What follows belongs to an exercise in optimizing a design on an open flow for small area; a production flow would make more cautious choices.
Function was checked by simulation only, so behaviour that the tests miss may differ from the original.
Power figures rest on the tool's default switching activity, not on a simulated workload.

## reg_file
module reg_file (
    input clk,
    input reset,
    input we,               
    input [4:0]  rs1,              
    input [4:0]  rs2,              
    input [4:0]  rd,               
    input [31:0] wd,               
    output [31:0] rd1,              
    output [31:0] rd2               
);
For scale: about 2200 cells after synthesis, ~1000 flip-flops, about 110 I/O pins, about 40000 um^2 of cells after synthesis.
clock: 7.0 ns
lec_check: 0
cap_margin: 20
core_margin: 2
core_utilization: 50
cts_buf_list: sky130_fd_sc_hd__clkbuf_8
cts_cluster_diameter: 60
cts_cluster_size: 15
slew_margin: 20
synth_hierarchical: 1
synth_minimum_keep_size: 0
standard.sh (not shown) runs the stock make flow with config.mk's settings and CLKGATE_MAP_FILE= SYNTH_SCRIPT=/design/flow/synth_recipe.tcl, a recipe that flattens the netlist after the stock synthesis.
==> flow/flow/run.sh <==
#!/bin/bash
# The standard ORFS layout (standard.sh, unchanged synthesis), with these
# area-oriented changes passed to ORFS as variables:
#  - ports are buffered with buf_2 instead of the default buffer cell, and
#    before resizing the output ports' buffers become buf_1 (pre_resize.tcl),
#  - CTS uses clkbuf_8 with small, compact sink clusters and no dummy loads.
# ORFS writes each tool's log under orfs/logs/; make's output goes to
# flow_make.log.
set -euo pipefail
HERE=$(cd "$(dirname "${BASH_SOURCE[0]}")" && pwd)
export BUFFER_PORTS_ARGS="-buffer_cell sky130_fd_sc_hd__buf_2"
export PRE_RESIZE_TCL="$HERE/pre_resize.tcl"
export CTS_ARGS="-sink_clustering_enable -repair_clock_nets -dont_use_dummy_load -buf_list sky130_fd_sc_hd__clkbuf_8 -sink_clustering_size 17 -sink_clustering_max_diameter 60"
bash standard.sh finish > flow_make.log 2>&1
==> flow/flow/pre_resize.tcl <==
# Output ports drive only the 0.01 pF pin load: use buf_1 for their port
# buffers (repair_design, which follows, fixes any violation this makes).
foreach port [get_ports -filter "direction == output"] {
  set net [get_nets [get_full_name $port]]
  foreach pin [get_pins -of_objects $net] {
    if {[get_property $pin direction] ne "output"} continue
    set inst [get_cells -of_objects $pin]
    if {[string match "*/sky130_fd_sc_hd__buf_2" [get_full_name [get_lib_cells -of_objects $inst]]]} {
      replace_cell $inst sky130_fd_sc_hd__buf_1
    }
  }
}
The baseline passed the timing, DRC and antenna checks.
Then changed:
--- a/flow/flow/run.sh
+++ b/flow/flow/run.sh
@@ -12,3 +12,3 @@
 export PRE_RESIZE_TCL="$HERE/pre_resize.tcl"
-export CTS_ARGS="-sink_clustering_enable -repair_clock_nets -dont_use_dummy_load -buf_list sky130_fd_sc_hd__clkbuf_8 -sink_clustering_size 17 -sink_clustering_max_diameter 60"
+export CTS_ARGS="-sink_clustering_enable -repair_clock_nets -dont_use_dummy_load -buf_list sky130_fd_sc_hd__clkbuf_8 -sink_clustering_size 15 -sink_clustering_max_diameter 60"
 bash standard.sh finish > flow_make.log 2>&1
Effect: Worst setup slack is worse by 0.069 ns. Clock-buffer cell count increases by 6. Cell count hardly moves. Total power came out higher by about 0.9%. Via count stays flat. Clock power grows by about 3%.
Then changed:
==> flow/flow/run.sh (replaced) <==
#!/bin/bash
# The standard ORFS layout (standard.sh, unchanged synthesis), with three
# area-oriented changes passed to ORFS as variables:
#  - ports are buffered with buf_2 instead of the default buffer cell,
#  - CTS uses clkbuf_8 with small, compact sink clusters and no dummy loads,
#  - global routing recovers power (downsizes cells off critical paths).
set -euo pipefail
export BUFFER_PORTS_ARGS="-buffer_cell sky130_fd_sc_hd__buf_2"
export CTS_ARGS="-sink_clustering_enable -repair_clock_nets -dont_use_dummy_load -buf_list sky130_fd_sc_hd__clkbuf_8 -sink_clustering_size 15 -sink_clustering_max_diameter 60"
export RECOVER_POWER=100
bash standard.sh finish > flow_make.log 2>&1
removed: flow/flow/pre_resize.tcl
Result: The changed run finished but failed the layout checks on max-capacitance violations, max-slew violations. Maximum frequency decreases by about 10%. Via count hardly moves. Design area decreases by 0.60%. Synthesized area stays the same. First-iteration DRC count decreases by 0.41%. Die area stays the same. Global-route usage increases by 0.11 points.
Then changed:
==> flow/run.sh (new file) <==
#!/bin/bash
# synth_recipe.tcl (not shown) runs the flow's synth.tcl, then flattens the netlist and writes it again
# the make line also repeats each setting of config.mk as NAME=value (left out here)
make -C /OpenROAD-flow-scripts/flow DESIGN_CONFIG=/design/flow/config.mk WORK_HOME=/design/flow/orfs CLKGATE_MAP_FILE= SYNTH_SCRIPT=/design/flow/synth_recipe.tcl finish
removed: flow/flow/run.sh
removed: flow/standard.sh
Result:
- The new run produced a clean layout
- final cell count grows by 3.1%
- routed wire length grows by 0.73%
- worst hold slack gets worse by 0.0039 ns
- cell area grows by 3.7%
- global-route usage grows by 0.38 points
- area after synthesis does not change
- total power grows by 4.2%

==> static timing again, ports no longer ideal <==
The flow's constraints put no driver on any port. The routed layouts listed below were extracted and timed again, unchanged, in two steps.
Step 1 sets driving cells, clkbuf_16 on the clock port and buf_2 on the other inputs (assumed; they add their load-dependent delay and slew).
Step 2 times the ports against the registers' clock, not the clock port: input delays grow and output delays shrink by t, the midpoint of the rising clock arrivals with the driver on.
Three values: ideal ports, drivers, drivers and shift; two values: the first two.
run | t (ns) | slack for setup (ns) | clock arrival spread, ns | max-slew violations | cell pins on the clock port's net
the first run | 0.746 | 1.429 / 1.382 / 1.382 | 0.073 / 0.074 | 0 / 0 | 1
the second run | 0.758 | 1.360 / 1.334 / 1.334 | 0.066 / 0.067 | 0 / 0 | 1
the third run | 0.775 | 0.760 / 0.715 / 0.715 | 0.064 / 0.064 | 1639 / 1641 | 1
the fourth run | 0.768 | 0.590 / 0.566 / 0.566 | 0.029 / 0.029 | 0 / 0 | 1
The drivers bring new slew violations in the third run. The setup slack of the first run, which loses most, moves by -0.047 ns with the drivers and by -0.047 ns with both steps.
